This is an optimization exercise on Yosys and OpenROAD, whose aim is small area and a short achievable clock period, not a production implementation.
Only simulation tests tie the RTL to the original design; equivalence was not proved.
Power is estimated from default activity; no workload was simulated.

==> flow/design.v, too long to show whole: its modules and the start of the top module <==
// module ALU: 2385 lines
module ALU (
    input             clk,
    input             rst,
    input             i_vld,
    input      [31:0] i_a,
    input      [31:0] i_b,
    input             opcode,
    output reg [31:0] o_res,
    output reg        o_res_vld,
    output reg        overflow
);
  // ...
==> flow/flow/run.sh <==
#!/bin/bash
# Standard ORFS layout, with timing repair aiming for a shorter period than
# the clock constraint: repair_timing's setup margin is raised so that the
# resizer keeps working on paths that already meet the 9 ns clock.
set -euo pipefail
MARGIN=$(cat flow/margin.txt)
bash standard.sh synth > synth.log 2>&1
bash standard.sh SETUP_SLACK_MARGIN=$MARGIN finish > layout.log 2>&1
==> flow/flow/margin.txt <==
6.1
==> flow/standard.sh <==
#!/bin/bash
# synth_recipe.tcl (not shown) runs the flow's synth.tcl, then flattens the netlist and writes it again
# the make line also repeats each setting of config.mk as NAME=value (left out here)
make -C /OpenROAD-flow-scripts/flow DESIGN_CONFIG=/design/flow/config.mk WORK_HOME=/design/flow/orfs CLKGATE_MAP_FILE= SYNTH_SCRIPT=/design/flow/synth_recipe.tcl "${@:-finish}"
==> flow/config.mk <==
export PLATFORM = sky130hd
export DESIGN_NAME = ALU
export DESIGN_NICKNAME = ALU
export VERILOG_FILES = /design/flow/design.v
export SDC_FILE = /design/flow/constraint.sdc
export NUM_CORES = 4
export LEC_CHECK = 0
export ABC_AREA = 1
export CAP_MARGIN = 20
export CORE_MARGIN = 2
export CORE_UTILIZATION = 40
export CTS_CLUSTER_DIAMETER = 100
export CTS_CLUSTER_SIZE = 30
export PLACE_DENSITY = 0.6
export SLEW_MARGIN = 20
==> flow/constraint.sdc <==
create_clock -name core_clock -period 9.0 [get_ports {clk}]
set_input_delay 1.8000 -clock core_clock [delete_from_list [all_inputs] [get_ports {clk}]]
set_output_delay 1.8000 -clock core_clock [all_outputs]
set_load 0.01 [all_outputs]
==> summary.txt, run 1 <==
- The flow ran to the end and the layout has no timing, DRC or antenna violations.
- The number of different library cells used by synthesis comes to 57.
- The top routing layer in use is met4.
- The worst IR drop on VDD is 0.000176 V.
- The area growth from synthesis to layout is 9.46%.
- The final hold slack is 0.336 ns.
- The worst clock skew is 0.0371 ns.
- The first global-routing pass estimated 178000 µm of wire.
- The floorplan has 111 rows.
- The clock drives 600 sinks.
- The data required time at the worst endpoint is 7.20 ns.
- The region available for standard cell placement spans 0.0917 mm².
- The dominant combinational cell family by area after synthesis is adder cells.
- The adder and majority gate portion of the synthesized area is 21.7%.
- Counting flops with an async set or reset pin after synthesis yields a share of 0.833%.
- The via count of the first global-routing pass was 30.1k.
- Net switching is 46.5% of the power.
- The internal power summed over all cells is 7090 µW.
- In this run the tool buffered the top-level ports with 101 buffer cells.
- 102 I/O pins were placed.
- The number of nets in the synthesized netlist is 4963.
- The share of cells above drive strength 1 is 5.92%.
- The cell count after synthesis is 4407.
- For this run the aggregate overflow at the end of global routing stands at 0.
- The worst hold path passes through 0 cells.
- The worst setup path is captured at an output pin.
- For this run, the slowest stage of the critical path takes 0.36 ns.
- The largest cell class by area is multi-input combinational cells.
- The clock latency at the later pin of the worst-skew pair is 0.67 ns.
- The worst path needs 2.92 ns of the cycle, external delays included.
- The ratio of final minimum period to clock period is 32.4%.
- The warning count from the yosys run is 1.
- The worst register-to-register path has a depth of 5.
- The global routing stage identified its most utilized layer as met2.
- TritonCTS built the clock tree.
- After layout, the buffer instance count without clock buffers stands at 158.
- The analysis attributes to net switching a power of 6150 µW.
- Counting flops and latches in the post-synthesis netlist gives 600.
==> run 2: changes to the inputs <==
--- a/flow/design.v
+++ b/flow/design.v
@@ -2204,24 +2204,22 @@
     else if (sum[20]) lz = 3'd3;
     else if (sum[19]) lz = 3'd4;
     else if (sum[18]) lz = 3'd5;
     else if (sum[17]) lz = 3'd6;
     else              lz = 3'd7;
 end
 reg        op3, sign3, nan3, inf3, zero3;
 reg [7:0]  exp3;
-reg [24:0] sum3;
-reg        sz3;
-reg [2:0]  lz3;
+wire [28:0] addv = {sz, lz, sum};
 reg [92:0] t3;
 always @(posedge clk) begin
     op3 <= op2; sign3 <= sign2; nan3 <= nan2; inf3 <= inf2; zero3 <= zero2;
-    exp3 <= exp2; sum3 <= sum; sz3 <= sz; lz3 <= lz;
-    t3 <= {t2_47_0, c622, s621, c620, s619, c618, s617, c616, s615, c614, s613, c612, s611, c610, s609, c608, s607, c606, s605, c604, s603, c602, s601, c600, s599, c598, s597, c596, s595, c594, s593, c592, s591, c590, s589, c588, s587, c586, s585, c584, s583, c582, s581, c580, s579, c578, s577, c576, s575, c574, s573, c572, s571, c570, s569, c568, s567, c566, s565, c564, s563, c562, s561, c560, s559, c558, s557, c556, s555, c554, s553, c552, s551, c550, s549, c548, s547, c546, s545, c544, s543, c542, s541, c540, s539, c538, t2_4_2, s537, t2_3_0, t2_2_0, t2_1_0, t2_0_1, t2_0_0};
+    exp3 <= exp2;
+    t3 <= {t2_47_0, c622, s621, c620, s619, c618, s617, c616, s615, c614, s613, c612, s611, c610, s609, c608, s607, c606, s605, c604, s603, c602, s601, c600, s599, c598, s597, c596, s595, c594, s593, c592, s591, c590, s589, c588, s587, c586, s585, c584, s583, c582, s581, c580, s579, c578, s577, c576, s575, c574, s573, c572, s571, c570, s569, c568, s567, c566, s565, c564, s563, c562, s561, c560, (op2 ? s559 : addv[28]), (op2 ? c558 : addv[27]), (op2 ? s557 : addv[26]), (op2 ? c556 : addv[25]), (op2 ? s555 : addv[24]), (op2 ? c554 : addv[23]), (op2 ? s553 : addv[22]), (op2 ? c552 : addv[21]), (op2 ? s551 : addv[20]), (op2 ? c550 : addv[19]), (op2 ? s549 : addv[18]), (op2 ? c548 : addv[17]), (op2 ? s547 : addv[16]), (op2 ? c546 : addv[15]), (op2 ? s545 : addv[14]), (op2 ? c544 : addv[13]), (op2 ? s543 : addv[12]), (op2 ? c542 : addv[11]), (op2 ? s541 : addv[10]), (op2 ? c540 : addv[9]), (op2 ? s539 : addv[8]), (op2 ? c538 : addv[7]), (op2 ? t2_4_2 : addv[6]), (op2 ? s537 : addv[5]), (op2 ? t2_3_0 : addv[4]), (op2 ? t2_2_0 : addv[3]), (op2 ? t2_1_0 : addv[2]), (op2 ? t2_0_1 : addv[1]), (op2 ? t2_0_0 : addv[0])};
 end
 wire x3_0 = t3[0];
 wire y3_0 = t3[1];
 wire x3_1 = t3[2];
 wire x3_2 = t3[3];
 wire x3_3 = t3[4];
 wire x3_4 = t3[5];
 wire y3_4 = t3[6];
@@ -2306,16 +2304,19 @@
 wire x3_44 = t3[85];
 wire y3_44 = t3[86];
 wire x3_45 = t3[87];
 wire y3_45 = t3[88];
 wire x3_46 = t3[89];
 wire y3_46 = t3[90];
 wire x3_47 = t3[91];
 wire y3_47 = t3[92];
+wire [24:0] sum3 = t3[24:0];
+wire [2:0]  lz3 = t3[27:25];
+wire        sz3 = t3[28];
 wire [47:0] X = {x3_47, x3_46, x3_45, x3_44, x3_43, x3_42, x3_41, x3_40, x3_39, x3_38, x3_37, x3_36, x3_35, x3_34, x3_33, x3_32, x3_31, x3_30, x3_29, x3_28, x3_27, x3_26, x3_25, x3_24, x3_23, x3_22, x3_21, x3_20, x3_19, x3_18, x3_17, x3_16, x3_15, x3_14, x3_13, x3_12, x3_11, x3_10, x3_9, x3_8, x3_7, x3_6, x3_5, x3_4, x3_3, x3_2, x3_1, x3_0};
 wire [47:0] Y = {y3_47, y3_46, y3_45, y3_44, y3_43, y3_42, y3_41, y3_40, y3_39, y3_38, y3_37, y3_36, y3_35, y3_34, y3_33, y3_32, y3_31, y3_30, y3_29, y3_28, y3_27, y3_26, y3_25, y3_24, y3_23, y3_22, y3_21, y3_20, y3_19, y3_18, y3_17, y3_16, y3_15, y3_14, y3_13, y3_12, y3_11, y3_10, y3_9, y3_8, y3_7, y3_6, y3_5, y3_4, 1'b0, 1'b0, 1'b0, y3_0};
 wire [47:0] prod = X + Y;
 wire [47:0] zc = {X[46:1] | Y[46:1], X[0] & Y[0], 1'b0};
 wire [47:0] zt = X ^ Y ^ zc;
 wire        st0 = |zt[22:0];    
 wire        st1 = |zt[23:1];    
 reg  [22:0] aman;
@@ -2330,22 +2331,21 @@
     end else begin
         aman = sum3[22:0] << lz3; aexp = exp3 - {5'b0, lz3};
     end
 end
 reg        op4, sign4, nan4, inf4, zero4;
 reg [24:0] p4;           
 reg        st0_4, st1_4;
 reg [7:0]  exp4;         
-reg [22:0] aman4;
 always @(posedge clk) begin
     op4 <= op3; sign4 <= sign3; nan4 <= nan3; inf4 <= inf3; zero4 <= zero3;
-    p4 <= prod[47:23]; st0_4 <= st0; st1_4 <= st1;
+    p4 <= op3 ? prod[47:23] : {2'b00, aman};    
+    st0_4 <= st0; st1_4 <= st1;
     exp4 <= op3 ? exp3 : aexp;
-    aman4 <= aman;
 end
 wire        msb = p4[24];
 wire [22:0] T0 = p4[23:1], T1 = p4[24:2];
 wire        ru0 = p4[0] & (st0_4 | p4[1]);
 wire        ru1 = p4[1] & (st1_4 | p4[2]);
 wire [22:0] A0, A1;
 genvar gi;
 generate for (gi = 0; gi < 23; gi = gi + 1) begin : incr
@@ -2361,17 +2361,17 @@
 wire        c0 = ru0 & (&T0), c1 = ru1 & (&T1);
 wire [22:0] M0 = ru0 ? (c0 ? 23'h400000 : I0) : T0;
 wire [22:0] M1 = ru1 ? (c1 ? 23'h400000 : I1) : T1;
 wire [22:0] mman = msb ? M1 : M0;
 wire        crnd = msb ? c1 : c0;
 wire [7:0]  e1 = exp4 + 8'd1, e2 = exp4 + 8'd2;
 wire [7:0]  mexp = (msb & crnd) ? e2 : (msb | crnd) ? e1 : exp4;
 wire        movf = (&mexp) | (&exp4);
-wire [22:0] rman = op4 ? mman : aman4;
+wire [22:0] rman = op4 ? mman : p4[22:0];
 wire [7:0]  rexp = op4 ? mexp : exp4;
 wire        rovf = op4 ? movf : (&exp4);
 always @(posedge clk) begin
     if (nan4) begin
         o_res <= 32'h7FC0_0000; overflow <= 1'b1;
     end else if (inf4) begin
         o_res <= {sign4, 8'hFF, 23'b0}; overflow <= 1'b1;
     end else if (zero4) begin
==> flow/config.mk (replaced) <==
export PLATFORM = sky130hd
export DESIGN_NAME = ALU
export DESIGN_NICKNAME = ALU
export VERILOG_FILES = /design/flow/design.v
export SDC_FILE = /design/flow/constraint.sdc
export NUM_CORES = 4
export LEC_CHECK = 0
export ABC_AREA = 1
export CAP_MARGIN = 20
export CORE_MARGIN = 2
export CORE_UTILIZATION = 40
export CTS_CLUSTER_DIAMETER = 60
export CTS_CLUSTER_SIZE = 20
export PLACE_DENSITY = 0.6
export SLEW_MARGIN = 20
==> summary.txt, run 2 <==
- The most common library cell in the layout ignoring fill and taps is sky130_fd_sc_hd__nand2_1.
- The switching power is 6630 µW (+7.8%).
- The switching part of the total came to 46.8% (+0.30 points).
- The worst IR drop on VDD is 0.000236 V (+34%).
- The number of sinks driven by the clock tree is 548 (-8.7%).
- The clock passes through at most 3 buffers.
- The max capacitance violation total is 0.
- The finished cells cover 0.0411 mm².
- In this run the horizontal extent of the chip is 306 µm.
- The longest individual stage delay on the worst path is 0.35 ns (about the same).
- The post-synthesis cell type count is 61 (+7.0%).
- The highest achievable clock rate is 344 MHz.
- The cell count after synthesis is 4443 (+0.82%).
- The number of port buffers is 101 (unchanged).
- The ratio of final minimum period to clock period is 32.3% (-0.12 points).
- The area of the core is 0.0901 mm² (-1.7%).
- Per report_power, the sequential group accounts for 26.9% of the total.
- The relative max-transition margin is 18.7%.
- At the worst endpoint, the arrival time is 1.11 ns.
- The data required time at the worst endpoint is 7.20 ns (about the same).
- The dominant register cell in the synthesized netlist is sky130_fd_sc_hd__dfxtp_1.
- The number of slew-limit violations in the final report was 0.
- At the pin with the least slew margin, the transition time is 1.22 ns.
- The via count of the first global-routing pass is 30.4k (+1.2%).
- In this run, the clock network consumes 18.6% of the power.
- The static leakage is 0.0188 µW.
- The post-synthesis average cell area is 8.20 µm².
- The die covers 0.0935 mm².
- CTS built an H-tree with a depth of 2.
- Sorting the synthesized cells by how often they occur yields sky130_fd_sc_hd__nand2_1 (645), sky130_fd_sc_hd__inv_1 (610), sky130_fd_sc_hd__dfxtp_1 (543).
- The combined buffer and inverter count along the critical path is 1.
- The starting density of the core is 40.4%.
- In the final design database the tool counted 5015 nets.
- The worst setup path is captured at an output pin.
- Leaving out fill and tap cells, the most frequent cells in the layout are sky130_fd_sc_hd__nand2_1 (642), sky130_fd_sc_hd__inv_1 (601), sky130_fd_sc_hd__dfxtp_1 (529), sky130_fd_sc_hd__xor2_1 (363), sky130_fd_sc_hd__o22ai_1 (284).
- The clock latency at the later pin of the worst-skew pair is 0.65 ns (-0.02 ns).
- The largest fanout of any net on the critical path is 1.
- Setup slack closes at 6.09 ns.
- The number of endpoints failing setup at the final stage is 0.
- The cell area that synthesis handed to floorplanning was 0.0364 mm².
- The total congestion overflow after global routing is 0 (unchanged).
- The number of placement rows is 110 (-0.90%).
- The cell type group with the largest total delay on the critical path is flip-flops.
- t2 holds more flip-flops than any other register.
- The master cell of the clock root buffer is sky130_fd_sc_hd__clkbuf_16.
- The first-pass detailed-route iteration total is 6.
- The global-route usage over all layers is 24.7%.
- Setup repair after global routing could not meet its margin everywhere.
- The slowest stage of the critical path belongs to the cell sky130_fd_sc_hd__dfrtp_1.
- The number of nets in the synthesized netlist is 4999 (+0.73%).
- The number of buffers created by CTS is 58.
- In the final layout, the registers with the most flip-flops are t2 (196), t3 (93).
- After the first detailed-routing iteration, the DRC count stood at 2737.
- The share of cells above drive strength 1 is 8.34% (+2.4 points).
- The layout overhead on the synthesized area is 12.9%.
- The estimated wirelength of the detail-placed design is 84800 µm.
- In this run the number of cells on the critical path is 1.
- The critical register-to-register path startpoint is b1[17].
- The launching instance or port of the critical path is o_res_vld.
- The share of Yosys cell area claimed by the top area cell type is 29.9%.
- Sorting the synthesized cells by area gives the leading types as sky130_fd_sc_hd__dfxtp_1 (30%), sky130_fd_sc_hd__fa_1 (14%), sky130_fd_sc_hd__xor2_1 (8.8%).
- The count of fill cells added during filler insertion is 8802.
- The run finished with no timing, DRC or antenna violations.
- The number of synthesized register bits is 548 (-8.7%).
- The power density over the cells is 345 mW/mm².
- The I/O pin total came to 102 (unchanged).
- The global placement routability congestion is 0.946.
- The routed wire length per instance is 20.7 µm.
- After detailed routing, the number of vias per cell comes to 5.45.
- The number of antenna violations at the first check in global routing was 3.
- The final total negative setup slack is 0 ns.
- Entering global routing, the biggest net connects 69 pins.
- The register with the most flip-flops in the layout has 196 of them.
- The critical path startpoint category is a flip-flop.
- The number of hold-repair buffers added at the cts stage is 0.
- The tightest min-delay check is of the flip-flop to flip-flop type.
- The most instantiated library cell after synthesis is sky130_fd_sc_hd__nand2_1.
- The dominant cell type by area after synthesis is sky130_fd_sc_hd__dfxtp_1.
- The number of enable flip-flop cells after synthesis is 0.
- The first-pass GRT wire length is 180000 µm (+0.70%).
- Combinational cells account for 54.4% of the total power.
- The share of synthesized registers carrying an async set or reset came to 0.912% (+0.079 points).
- Detailed routing inserted a total of 31.0k vias.
- The number of endpoints with negative hold slack in the final report came to 0.
- After clock tree synthesis, the clock-pin slew on the worst setup and hold paths is 0.07 ns.
- The number of cells on the worst reg-to-reg path was 11 (+6).
- The critical path goes through buf_2.
- The repair_antennas step left the layout with diodes totalling 0.
- Summed over all layers, the routed wires come to 118000 µm.
- The sequential area share after synthesis is 30.2%.
- The origin of the worst min-delay path is inf3.
- The remaining design rule violation count is 0.
- After layout, the design draws a total of 14200 µW.
- In this run the cell area measured after placement is 0.0386 mm².
- The number of nets still failing antenna checks after routing is 0.
- Cells fill 45.6% of the core in the end.
- The post-layout minimum cycle time was 2.91 ns (-0.0110 ns).
- The internal power summed over all cells came to 7550 µW (+6.5%).
- The warning count from the yosys run is 1 (unchanged).
- The critical path in this run is classified as flip-flop to output pin.
- The CTS tree is done.
- The count of cells along the worst hold path is 0 (unchanged).
- Measured along the y axis, the die boundary spans 306 µm.
- The worst clock skew is 0.0353 ns (-0.00182 ns).
- The pre-CTS setup slack is 5.08 ns.
run 2: changes by cell type after synthesis, sizes merged, moves of 14 or more:
| cell | before | now |
|---|---|---|
| o211ai | 29 | 43 |
| dfxtp | 595 | 543 |
| nor2 | 276 | 296 |
| nand3 | 246 | 226 |
| clkbuf | 150 | 127 |
| a21oi | 188 | 167 |
| xor2 | 386 | 366 |
| nand2 | 629 | 651 |
| xnor2 | 34 | 19 |
| buf | 57 | 89 |
| o21ai | 188 | 234 |
run 2: layout make-up:
class	count	area, µm²	area share (%)
clock inverter	47	673	1.64
tap	1176	1470	3.58
inverter	649	2520	6.12
timing repair inverter	4	22.5	0.0548
timing repair buffer	167	1500	3.64
sequential	548	11000	26.8
clock buffer	61	1490	3.63
multi-input combinational	3031	22400	54.6
run 2: layer usage:
metal,GRT usage (%),wire (µm)
met3,4.61,10300
met4,10.2,5600
met5,0,27
met1,32.8,49500
met2,39.6,52200
run 2: repair_timing:
| item | CTS | global route |
|---|---|---|
| gates cloned | 3 | 2 |
| setup endpoints to repair | 218 | 120 |
| buffers inserted | 4 | 15 |
| resized for setup | 192 | 74 |
| pin swaps | 6 | 6 |
run 2: cells by family (layout without fill, tap and decap cells):
family	after synthesis	count (layout)	synth area share [%]
AND/OR/NAND/NOR	1306	1307	15.4
buffers and inverters	865	928	9.09
AO/OA/AOI/OAI	846	846	13.9
flip-flops	548	548	30.2
adder cells (fa/ha/maj)	488	488	22.0
XOR/XNOR	385	385	9.26
multiplexers	5	5	0.141
run 2: stage by stage:
step                      std cells  hold WS (ns)
after floorplan                4443         0.310
after global placement         5547         0.311
after detailed placement       5551         0.312
after CTS                      5666         0.328
after global routing           5683         0.324
final                          5683         0.329
run 2: power groups by stage:
stage	combinational (µW)	clock (µW)	sequential [µW]
floorplan	4790	0	3710
global route	8580	2780	3910
detailed placement	7500	0	3870
global placement	7460	0	3860
finish	7720	2640	3820
CTS	7510	2700	3820
run 2: worst paths after layout:
kind / endpoint / slack (ns)
worst max-delay path: o_res_vld / 6.09
worst min-delay path: inf4 / 0.33
worst max register to register: inf2 / 6.15
worst min register to register: inf4 / 0.33
max in group asynchronous: vld4 / 7.47
min in group asynchronous: vld3 / 1.37
==> run 3: changes to the inputs <==
--- a/flow/config.mk
+++ b/flow/config.mk
@@ -10,6 +10,6 @@
 export CORE_MARGIN = 2
 export CORE_UTILIZATION = 40
-export CTS_CLUSTER_DIAMETER = 60
-export CTS_CLUSTER_SIZE = 20
+export CTS_CLUSTER_DIAMETER = 90
+export CTS_CLUSTER_SIZE = 26
 export PLACE_DENSITY = 0.6
 export SLEW_MARGIN = 20
==> summary.txt, run 3 <==
- The share of synthesized registers carrying an async set or reset is 0.912% (unchanged).
- The flip-flop count of the largest register after layout is 196 (unchanged).
- The worst IR drop on VDD is 0.000238 V (+0.62%).
- The highest achievable clock rate is 345 MHz (+0.40%).
- The share of Yosys cell area claimed by the top area cell type came to 29.9% (unchanged).
- The number of endpoints with negative hold slack in the final report is 0 (unchanged).
- The switching part of the total is 47.9% (+1.2 points).
- The number of slew-limit violations in the final report is 0 (unchanged).
- The area enclosed by the die boundary is 0.0935 mm² (unchanged).
- The master cell of the clock root buffer is sky130_fd_sc_hd__clkbuf_16.
- The number of port buffers is 101 (unchanged).
- The share of cells above drive strength 1 is 7.05% (-1.3 points).
- The y dimension of the die is 306 µm (unchanged).
- The number of cells on the worst reg-to-reg path is 6 (-5).
- The signal arrival time at the worst endpoint came to 3.39 ns (+2.28 ns).
- The critical path goes through clkdlybuf4s50_1 -> inv_1 -> ha_2 -> inv_1 -> o21bai_2 -> a21oi_1 -> nor2_1 -> nor2_1 -> xnor2_1.
- The total congestion overflow after global routing is 0 (unchanged).
- The starting density of the core is 40.4% (unchanged).
- STA classifies the critical path endpoint as a flip-flop.
- Setup repair after global routing could not meet its margin everywhere.
- The number of enable flip-flop cells after synthesis is 0 (unchanged).
- The largest registers in the layout are t2 (196), t3 (93).
- The post-layout instance area came to 0.0401 mm² (-2.5%).
- Yosys attributes the largest share of cell area to sky130_fd_sc_hd__dfxtp_1 (30%), sky130_fd_sc_hd__fa_1 (14%), sky130_fd_sc_hd__xor2_1 (8.8%).
- The largest fanout of any net on the critical path is 5 (+4).
- Leaving out fill and tap cells, the most frequent cells in the layout are sky130_fd_sc_hd__nand2_1 (643), sky130_fd_sc_hd__inv_1 (600), sky130_fd_sc_hd__dfxtp_1 (541), sky130_fd_sc_hd__xor2_1 (362), sky130_fd_sc_hd__o22ai_1 (284).
- The max capacitance violation total is 0 (unchanged).
- The area of the core came to 0.0901 mm² (unchanged).
- The final wirelength is 118000 µm (-0.11%).
- The routed wire length per instance is 20.9 µm (+0.85%).
- The global placement routability congestion came to 0.946 (unchanged).
- The power density over the cells is 332 mW/mm² (-3.6%).
- The die extent in x is 306 µm (unchanged).
- The post-synthesis average cell area is 8.20 µm² (unchanged).
- The number of hold-repair buffers added at the cts stage is 0 (unchanged).
- The estimated wirelength of the detail-placed design is 84800 µm (unchanged).
- The combined buffer and inverter count along the critical path is 3 (+2).
- Following the worst setup path forward leads to its endpoint at dba1[7].
- The data required time at the worst endpoint is 9.50 ns (+2.30 ns).
- The count of inserted antenna diode cells is 0 (unchanged).
- The static leakage is 0.0183 µW (-2.6%).
- The actual transition at the worst max-transition pin is 1.21 ns (-0.00964 ns).
- The internal reg-to-reg setup slack came to 6.16 ns (about the same).
- The worst clock skew is 0.0446 ns (+0.00934 ns).
- The longest individual stage delay on the worst path is 0.51 ns (+0.16 ns).
- The number of buffers created by CTS is 35 (-40%).
- The switching power was 6390 µW (-3.7%).
- The number of nets in the synthesized netlist is 4999 (unchanged).
- The worst register-to-register path ends at t2[77].
- The cell type group with the largest total delay on the critical path is buffers and inverters.
- The total number of nets in the final design is 4986 (-0.58%).
- The global-route usage over all layers is 24.6% (-0.13 points).
- The number of synthesized register bits is 548 (unchanged).
- The internal power summed over all cells is 6940 µW (-8.2%).
- The number of sinks driven by the clock tree was 548 (unchanged).
- The number of nets still failing antenna checks after routing is 0 (unchanged).
- The number of endpoints failing setup at the final stage came to 0 (unchanged).
- The proportion of power drawn by the clock network is 13.7% (-4.9 points).
- The first-pass GRT wire length came to 179000 µm (-0.52%).
- The post-synthesis cell type count is 61 (unchanged).
- The count of cells along the worst hold path is 0 (unchanged).
- The worst register-to-register path begins at a1[9].
- The min-delay analysis places its worst path in the category flip-flop to flip-flop.
- The run finished with no timing, DRC or antenna violations.
- Yosys instantiated no cell more often than sky130_fd_sc_hd__nand2_1.
- The critical path startpoint category is a primary input.
- Counting flops per register, the top entry is t2.
- The warning count from the yosys run is 1 (unchanged).
- The final total negative setup slack is 0 ns (unchanged).
- The via count of the first global-routing pass is 30.2k (-0.55%).
- The placement-stage cell area is 0.0386 mm² (unchanged).
- By count the netlist is led by sky130_fd_sc_hd__nand2_1 (645), sky130_fd_sc_hd__inv_1 (610), sky130_fd_sc_hd__dfxtp_1 (543).
- The CTS clock-pin slew for the worst setup and hold paths is 0.09 ns (+0.02 ns).
- The ratio of final minimum period to clock period is 32.2% (-0.13 points).
- The number of placement rows is 110 (unchanged).
- In the synthesized netlist the dominant register cell turns out to be sky130_fd_sc_hd__dfxtp_1.
- The number of antenna violations at the first check in global routing is 4 (+1).
- The CTS tree is done.
- The detailed-route vias per instance was 5.47 (+0.31%).
- The I/O pin total is 102 (unchanged).
- The remaining design rule violation count is 0 (unchanged).
- The critical path depth is 9 (+8).
- The setup path with the least slack is of type primary input to flip-flop.
- The relative max-transition margin is 19.3% (+0.64 points).
- The library cell used most frequently in the layout, excluding fill and tap cells, is sky130_fd_sc_hd__nand2_1.
- The slowest stage of the critical path is the sky130_fd_sc_hd__clkdlybuf4s50_1 cell.
- The critical path starts at i_a[27].
- Relative to the synthesized area, the layout overhead comes to 10.1%.
- The cell count after synthesis is 4443 (unchanged).
- The share of total power in combinational logic is 57.7% (+3.3 points).
- The largest net degree at the start of global routing is 69 (unchanged).
- The number of H-tree branching levels came to 2 (unchanged).
- The post-layout minimum cycle time was 2.90 ns (-0.0117 ns).
- The clock latency at the later pin of the worst-skew pair is 0.61 ns (-0.04 ns).
- The power share of the sequential group was 28.6% (+1.7 points).
- The dominant cell type by area after synthesis is sky130_fd_sc_hd__dfxtp_1.
- The number of vias in the routed layout was 30.8k (-0.65%).
- The deepest clock path buffer count was 3 (unchanged).
- The first-pass detailed-route iteration total is 8 (+2).
- The synthesized cell area is 0.0364 mm² (unchanged).
- The number of DRC markers after the initial detailed-route iteration is 2655 (-3.0%).
- The sequential area share after synthesis is 30.2% (unchanged).
## run 3: per-stage QoR
step                std cells  util [%]  hold WS (ns)  power [µW]  worst slack, ns
finish                   5629      44.5         0.329       13300             6.10
CTS                      5620      44.2         0.327       13200             6.10
detailed placement       5551      42.8         0.312       11400             5.08
floorplan                4443         -         0.310        8500             5.87
global route             5629      44.5         0.342       14400             6.04
global placement         5547      42.7         0.311       11300             5.09
## run 3: worst min path at each step
stage	start	endpoint	slack, ns
after floorplan	exp2[0]	exp3[0]	0.31
after global placement	sign2	sign3	0.31
after detailed placement	exp2[1]	exp3[1]	0.31
after CTS	inf3	inf4	0.33
after global routing	exp2[3]	exp3[3]	0.34
final	inf2	inf3	0.33
## run 3: area by class of cell
type	instances	area (µm²)
inverters	649	2520
clock inverters	22	329
repair inverters	4	22.5
multi-input cells	3031	22400
fillers	8857	50100
flip-flops and latches	548	11000
well taps	1176	1470
clock buffers	38	897
repair buffers	161	1410
## run 3: power groups by stage
stage / Combinational, µW / Clock, µW / Sequential [µW]
CTS: 7510 / 1870 / 3810
global route: 8540 / 1950 / 3900
detailed placement: 7500 / 0 / 3870
floorplan: 4790 / 0 / 3710
global placement: 7460 / 0 / 3860
finish: 7680 / 1830 / 3810
## run 3: kinds of logic after synthesis
group | after synthesis | share of synthesized area (%)
flip-flops | 548 | 30.2
adder cells (fa/ha/maj) | 488 | 22.0
buffers and inverters | 865 | 9.09
AND/OR/NAND/NOR | 1306 | 15.4
XOR/XNOR | 385 | 9.26
multiplexers | 5 | 0.141
AO/OA/AOI/OAI | 846 | 13.9
## run 3: repair_timing
action | 4_1_cts | 5_1_grt
gates resized for setup | 187 | 64
pin swaps | 6 | 5
endpoints found under the setup margin | 225 | 106
buffers inserted | 6 | 6
gates cloned | 3 | 3
endpoints found under the hold margin | 0 | 0
## run 3: per-layer routing
metal / vias to the layer above / track usage [%] / wire length [µm]
met5: - / 0 / 25
met1: 14400 / 32.7 / 50000
met3: 356 / 4.49 / 9960
li1: 14500 / - / -
met4: 4 / 9.85 / 5330
met2: 1509 / 39.5 / 52200
==> run 4: changes to the inputs <==
==> flow/flow/run.sh (replaced) <==
#!/bin/bash
# Standard ORFS layout with two additions:
#  - after the standard synthesis, flow/invopt.py rewrites the netlist's
#    inverter/full-adder polarities (full adders are self-dual), removing
#    inverters; registers, ports and every other cell are unchanged;
#  - timing repair aims for a shorter period than the 9 ns clock (raised
#    setup margin), so the resizer keeps working on paths that meet 9 ns.
set -euo pipefail
MARGIN=$(cat flow/margin.txt)
bash standard.sh synth > synth.log 2>&1
R=orfs/results/sky130hd/ALU/base
cp $R/1_2_yosys.v $R/1_2_yosys.orig.v
python3 flow/invopt.py $R/1_2_yosys.orig.v $R/1_2_yosys.v > invopt.log 2>&1
rm -f $R/1_synth.odb $R/1_synth.sdc
bash standard.sh synth > synth2.log 2>&1
bash standard.sh SETUP_SLACK_MARGIN=$MARGIN finish > layout.log 2>&1
==> flow/flow/invopt.py (new file) <==
#!/usr/bin/env python3
"""Polarity optimisation of a flat sky130 netlist written by Yosys.

Yosys's full-adder extraction often leaves inverters between full adders
(and between flip-flops and full adders).  A full adder is self-dual:
FA(~a,~b,~c) = (~sum, ~cout), so each full adder may instead be built on the
complements of its inputs, producing complemented outputs.  This script picks,
for every full adder, whether to do so, so that as few nets as possible need
an inverter, then rewrites the netlist: all plain inverters are removed and
one inverter is added for each net whose complement is still needed.
Flip-flops, ports and every other cell keep their function and names.

usage: invopt.py in.v out.v
"""
import re
import sys
from collections import defaultdict

src = open(sys.argv[1]).read()

m = re.search(r'^module\s+(\w+)\s*\((.*?)\);', src, re.S | re.M)
hdr_end = m.end()
end = src.rindex('endmodule')

CELL_RE = re.compile(r'^(\s*)(sky130_fd_sc_hd__\w+)\s+(\S+)\s*\((.*?)\);[ \t]*\n', re.S | re.M)
PIN_RE = re.compile(r'\.(\w+)\(\s*(.*?)\s*\)(?=\s*[,)]|\s*$)', re.S)
OUTPINS = {'X', 'Y', 'Q', 'Q_N', 'SUM', 'COUT', 'HI', 'LO'}

cells = []
first = None
last = None
for cm in CELL_RE.finditer(src, hdr_end, end):
    if first is None:
        first = cm.start()
    last = cm.end()
    body = cm.group(4)
    pins = []
    for pm in re.finditer(r'\.(\w+)\(([^()]*)\)', body):
        net = pm.group(2).strip()
        # keep the trailing space of escaped identifiers
        if net.startswith('\\'):
            net = net + ' '
        pins.append([pm.group(1), net])
    cells.append({'type': cm.group(2), 'name': cm.group(3), 'pins': pins, 'indent': cm.group(1)})

pre = src[:first]
post = src[last:]

# port bits
ports = set()
for d in re.finditer(r'^\s*(input|output)\s+(\[(\d+):(\d+)\]\s+)?(\w+)\s*;', src[:first], re.M):
    if d.group(2):
        hi, lo = int(d.group(3)), int(d.group(4))
        for i in range(min(hi, lo), max(hi, lo) + 1):
            ports.add('%s[%d]' % (d.group(5), i))
    else:
        ports.add(d.group(5))


def key(n):
    return n.strip()


def is_inv(t):
    return re.match(r'sky130_fd_sc_hd__(clk)?inv_\d+$', t) is not None


def is_fa(t):
    return re.match(r'sky130_fd_sc_hd__fa_\d+$', t) is not None


driver = {}
for i, c in enumerate(cells):
    for p, n in c['pins']:
        if p in OUTPINS:
            driver[key(n)] = (i, p)

removable = set()
for i, c in enumerate(cells):
    if is_inv(c['type']):
        pd = dict(c['pins'])
        if key(pd['Y']) in ports:
            continue
        removable.add(i)

netname = {}
for c in cells:
    for p, n in c['pins']:
        netname.setdefault(key(n), n)


def resolve(n):
    par = 0
    k = key(n)
    seen = 0
    while k in driver and driver[k][0] in removable and seen < 100:
        ci = driver[k][0]
        k = key(dict(cells[ci]['pins'])['A'])
        par ^= 1
        seen += 1
    return k, par


# loads: (cell index, pin index, base, parity)
loads = []
loads_of = defaultdict(list)
fa_loads = defaultdict(list)
for i, c in enumerate(cells):
    if i in removable:
        continue
    for j, (p, n) in enumerate(c['pins']):
        if p in OUTPINS:
            continue
        b, par = resolve(n)
        li = len(loads)
        loads.append((i, j, b, par))
        loads_of[b].append(li)
        if is_fa(c['type']):
            fa_loads[i].append(li)

x = defaultdict(int)          # flip of each full adder
fixed = set()
fa_out = defaultdict(list)    # fa index -> base nets it drives
for i, c in enumerate(cells):
    if is_fa(c['type']):
        for p, n in c['pins']:
            if p in OUTPINS:
                fa_out[i].append(key(n))
                if key(n) in ports:
                    fixed.add(i)


def avail(b):
    d = driver.get(b)
    if d is None:
        return 0
    ci = d[0]
    return x[ci] if is_fa(cells[ci]['type']) else 0


def need(li):
    ci, j, b, par = loads[li]
    return par ^ (x[ci] if is_fa(cells[ci]['type']) else 0)


def mism(b):
    a = avail(b)
    return sum(1 for li in loads_of[b] if need(li) != a)


def cost_nets(nets):
    return sum(1 for b in nets if mism(b) > 0)


fas = [i for i, c in enumerate(cells) if is_fa(c['type']) and i not in fixed]
before = sum(1 for b in loads_of if mism(b) > 0)
improved = True
rounds = 0
while improved and rounds < 50:
    improved = False
    rounds += 1
    for f in fas:
        nets = set(fa_out[f]) | {loads[li][2] for li in fa_loads[f]}
        c0 = cost_nets(nets)
        x[f] ^= 1
        c1 = cost_nets(nets)
        if c1 < c0:
            improved = True
        else:
            x[f] ^= 1
after = sum(1 for b in loads_of if mism(b) > 0)

# rewrite
inv_net = {}
newcells = []
k = 0
for b in sorted(loads_of):
    if mism(b) > 0:
        k += 1
        nn = '_invopt_%d_' % k
        inv_net[b] = nn
        newcells.append({'type': 'sky130_fd_sc_hd__inv_1', 'name': '_invopt_cell_%d_' % k,
                         'pins': [['A', netname.get(b, b)], ['Y', nn]], 'indent': '  '})
for li, (ci, j, b, par) in enumerate(loads):
    a = avail(b)
    cells[ci]['pins'][j][1] = netname.get(b, b) if need(li) == a else inv_net[b]

# full adders whose inputs changed polarity keep the same pins; their outputs
# now carry the complement, which the loads above already account for.
decl = ''.join('  wire %s;\n' % c['pins'][1][1] for c in newcells)
body = []
for i, c in enumerate(cells):
    if i in removable:
        continue
    body.append(c)
body += newcells
txt = []
for c in body:
    pins = ',\n'.join('    .%s(%s)' % (p, n) for p, n in c['pins'])
    txt.append('  %s %s (\n%s\n  );\n' % (c['type'], c['name'], pins))
res = pre + decl + ''.join(txt) + post
open(sys.argv[2], 'w').write(res)
nflip = sum(1 for f in fas if x[f])
sys.stderr.write('invopt: %d inverters removed, %d added; nets needing complement %d -> %d; '
                 '%d of %d full adders flipped\n' % (len(removable), len(newcells), before, after,
                                                      nflip, len(fas)))
==> summary.txt, run 4 <==
- The run finished with no timing, DRC or antenna violations.
- In this run the clock root is driven by a sky130_fd_sc_hd__clkbuf_16.
- The number of placement rows is 110 (unchanged).
- The final wirelength is 117000 µm (-0.59%).
- The number of vias in the routed layout is 30.5k (-0.87%).
- The number of DRC markers after the initial detailed-route iteration is 3103 (+17%).
- The warning count from the yosys run is 1 (unchanged).
- Among all stages on the critical path, the largest delay is contributed by sky130_fd_sc_hd__dfrtp_1.
- The number of slew-limit violations in the final report is 0 (unchanged).
- The post-synthesis average cell area is 8.31 µm² (+1.4%).
- The detailed-route vias per instance is 5.49 (+0.48%).
- The number of hold-repair buffers added at the cts stage is 0 (unchanged).
- The synthesized cell area is 0.0360 mm² (-1.1%).
- The total congestion overflow after global routing is 0 (unchanged).
- The number of nets in the synthesized netlist came to 4889 (-2.2%).
- The final hold slack is 0.314 ns (-0.0154 ns).
- The I/O pin total was 102 (unchanged).
- The post-layout instance area is 0.0399 mm² (-0.38%).
- The clock latency at the later pin of the worst-skew pair was 0.61 ns (about the same).
- The actual transition at the worst max-transition pin came to 1.27 ns (+0.0598 ns).
- The largest fanout of any net on the critical path is 1 (-4).
- The global-route usage over all layers is 24.6% (-0.049 points).
- The first-pass GRT wire length is 177000 µm (-1.1%).
- The number of port buffers is 101 (unchanged).
- In this run the worst setup path begins at o_res_vld.
- The data required time at the worst endpoint came to 7.20 ns (-2.30 ns).
- The routed wire length per instance is 21.0 µm (+0.77%).
- The longest individual stage delay on the worst path was 0.37 ns (-0.14 ns).
- The placement-stage cell area is 0.0382 mm² (-0.92%).
- The critical path goes through buf_2.
- The ratio of final minimum period to clock period is 32.1% (-0.14 points).
- The worst IR drop on VDD is 0.000218 V (-8.2%).
- The number of H-tree branching levels is 2 (unchanged).
- The number of nets still failing antenna checks after routing is 0 (unchanged).
- The area growth from synthesis to layout is 10.9%.
- The first-pass detailed-route iteration total came to 6 (-2).
- The number of antenna violations at the first check in global routing is 2 (-2).
- The count of cells along the worst hold path is 0 (unchanged).
- The starting density of the core was 40.2% (-0.21 points).
- The worst register-to-register path ends at t2[53].
- The cell count after synthesis is 4333 (-2.5%).
- The static leakage was 0.0180 µW (-1.4%).
- The critical path startpoint category is a flip-flop.
- The combined buffer and inverter count along the critical path is 1 (-2).
- The worst hold endpoint is inf3.
- The internal reg-to-reg setup slack is 6.14 ns (-0.02 ns).
- The power density over the cells came to 334 mW/mm² (+0.60%).
- The highest achievable clock rate is 347 MHz (+0.43%).
- The cell type group with the largest total delay on the critical path is flip-flops.
- In the layout the commonest cells are sky130_fd_sc_hd__nand2_1 (641), sky130_fd_sc_hd__dfxtp_1 (532), sky130_fd_sc_hd__inv_1 (525), sky130_fd_sc_hd__xor2_1 (364), sky130_fd_sc_hd__o22ai_1 (284).
- The number of sinks driven by the clock tree came to 548 (unchanged).
- The critical register-to-register path startpoint is benc1[8].
- The flip-flop count of the largest register after layout came to 196 (unchanged).
- The origin of the worst min-delay path is inf2.
- STA classifies the critical path endpoint as an output pin.
- The share of cells above drive strength 1 came to 7.54% (+0.49 points).
- The number of cells on the worst reg-to-reg path is 6 (unchanged).
- The critical setup path kind is flip-flop to output pin.
- Setup repair after global routing could not meet its margin everywhere.
- The deepest clock path buffer count is 3 (unchanged).
- The number of buffers created by CTS was 34 (-2.9%).
- The number of endpoints failing setup at the final stage is 0 (unchanged).
- The relative max-transition margin is 14.7% (-4.5 points).
- The largest registers in the layout are t2 (196), t3 (93).
- The remaining design rule violation count came to 0 (unchanged).
- The CTS clock-pin slew for the worst setup and hold paths came to 0.10 ns (about the same).
- The worst clock skew is 0.0399 ns (-0.00475 ns).
- The signal arrival time at the worst endpoint was 1.08 ns (-2.31 ns).
- The post-layout minimum cycle time is 2.88 ns (-0.0125 ns).
- The max capacitance violation total is 0 (unchanged).
- The die extent in x is 304 µm (-0.56%).
- The area of the core is 0.0896 mm² (-0.61%).
- The library cell used most frequently in the layout, excluding fill and tap cells, is sky130_fd_sc_hd__nand2_1.
- The most flop-heavy register is t2.
- The global placement routability congestion is 0.942 (-0.39%).
- TritonCTS built the clock tree.
- The via count of the first global-routing pass is 29.8k (-1.3%).
- The area enclosed by the die boundary is 0.0924 mm² (-1.1%).
- The y dimension of the die is 304 µm (-0.56%).
- The estimated wirelength of the detail-placed design is 84700 µm (-0.11%).
- The tightest min-delay check is of the flip-flop to flip-flop type.
- The number of endpoints with negative hold slack in the final report is 0 (unchanged).
- The largest net degree at the start of global routing is 59 (-14%).
- The final total negative setup slack is 0 ns (unchanged).
- The total number of nets in the final design is 4913 (-1.5%).
run 4: cell types whose count changed in the layout (fill, tap and decap cells not counted), moves of 8 or more:
cell,delta
sky130_fd_sc_hd__buf_4,+39
sky130_fd_sc_hd__dfxtp_1,-9
sky130_fd_sc_hd__dfxtp_2,+8
sky130_fd_sc_hd__inv_1,-75
sky130_fd_sc_hd__clkinv_2,-10
sky130_fd_sc_hd__clkinv_1,-13
sky130_fd_sc_hd__inv_2,-11
run 4: area by class of cell:
cell class / instances / area [µm²]
antenna: 1 / 2.50
clock buffer: 37 / 893
clock inverter: 18 / 309
fill: 8872 / 49700
inverter: 539 / 2090
multi-input combinational: 3032 / 22500
sequential: 548 / 11000
tap: 1176 / 1470
timing repair buffer: 197 / 1680
timing repair inverter: 5 / 30.0
run 4: worst max-delay path by stage:
| stage | to | slack [ns] | cells past startpoint |
|---|---|---|---|
| floorplan | dba1[7] | 5.87 | 11 |
| global placement | dba1[7] | 5.11 | 11 |
| detailed placement | dba1[7] | 5.11 | 11 |
| CTS | o_res[8] | 5.92 | 1 |
| global route | S2[1] | 6.04 | 11 |
| finish | o_res_vld | 6.12 | 1 |
run 4: stage by stage:
| stage | power (µW) | std cells | utilization, % | setup WS [ns] |
|---|---|---|---|---|
| global placement | 11300 | 5452 | 42.6 | 5.11 |
| global route | 14400 | 5552 | 44.6 | 6.04 |
| floorplan | 8440 | 4333 | - | 5.87 |
| finish | 13400 | 5553 | 44.6 | 6.12 |
| detailed placement | 11400 | 5453 | 42.7 | 5.11 |
| CTS | 13200 | 5520 | 44.0 | 5.92 |
run 4: what timing repair did:
item                       CTS  global route
buffers inserted            10            25
setup endpoints to repair  120           103
pin swaps                    6             9
gates cloned                 2             6
resized for setup          178            65
run 4: power by group:
| part | leakage, µW | switching [µW] | total [µW] | internal (µW) |
|---|---|---|---|---|
| logic | 0.0128 | 4800 | 7720 | 2920 |
| registers | 0.00462 | 530 | 3830 | 3300 |
| clock network | 0.000575 | 974 | 1810 | 834 |
run 4: metal layers:
metal / track usage [%] / vias up / share of wire (%)
met4: 9.56 / 0 / 4.2
met3: 5.64 / 351 / 9.4
met1: 32.7 / 14300 / 43
met5: 0 / - / 0
met2: 38.7 / 1482 / 44
li1: - / 14300 / -

-- re-timing with driven ports --
In the flow no input, the clock included, has a driving cell. The finished layouts below were timed again as built, in two steps. Step 1 (the two cells are an assumption about what drives the block):
set clk [get_ports {clk}]
set_driving_cell -lib_cell sky130_fd_sc_hd__clkbuf_16 $clk
set_driving_cell -lib_cell sky130_fd_sc_hd__buf_2 [delete_from_list [all_inputs] $clk]
Step 2 moves the port delays by t, midway between the first and last clock arrival at a register: inputs arrive t later, outputs are due t later. That takes back most of the time a late clock gives input paths. Three values: no drivers, after step 1, after step 2; two values: the first two.
| run | shift t [ns] | slack for setup (ns) | worst data-port slew with drivers (ns) |
|---|---|---|---|
| run 1 | 0.705 | 6.080 / 6.022 / 5.485 | 0.11 |
| run 2 | 0.704 | 6.091 / 6.026 / 5.481 | 0.05 |
| run 3 | 0.656 | 6.103 / 6.063 / 5.487 | 0.05 |
| run 4 | 0.657 | 6.115 / 6.049 / 5.552 | 0.05 |
After both steps every run listed still meets setup and hold. For run 3, which loses most, drivers alone change the setup slack by -0.040 ns; drivers and shift together by -0.616 ns.
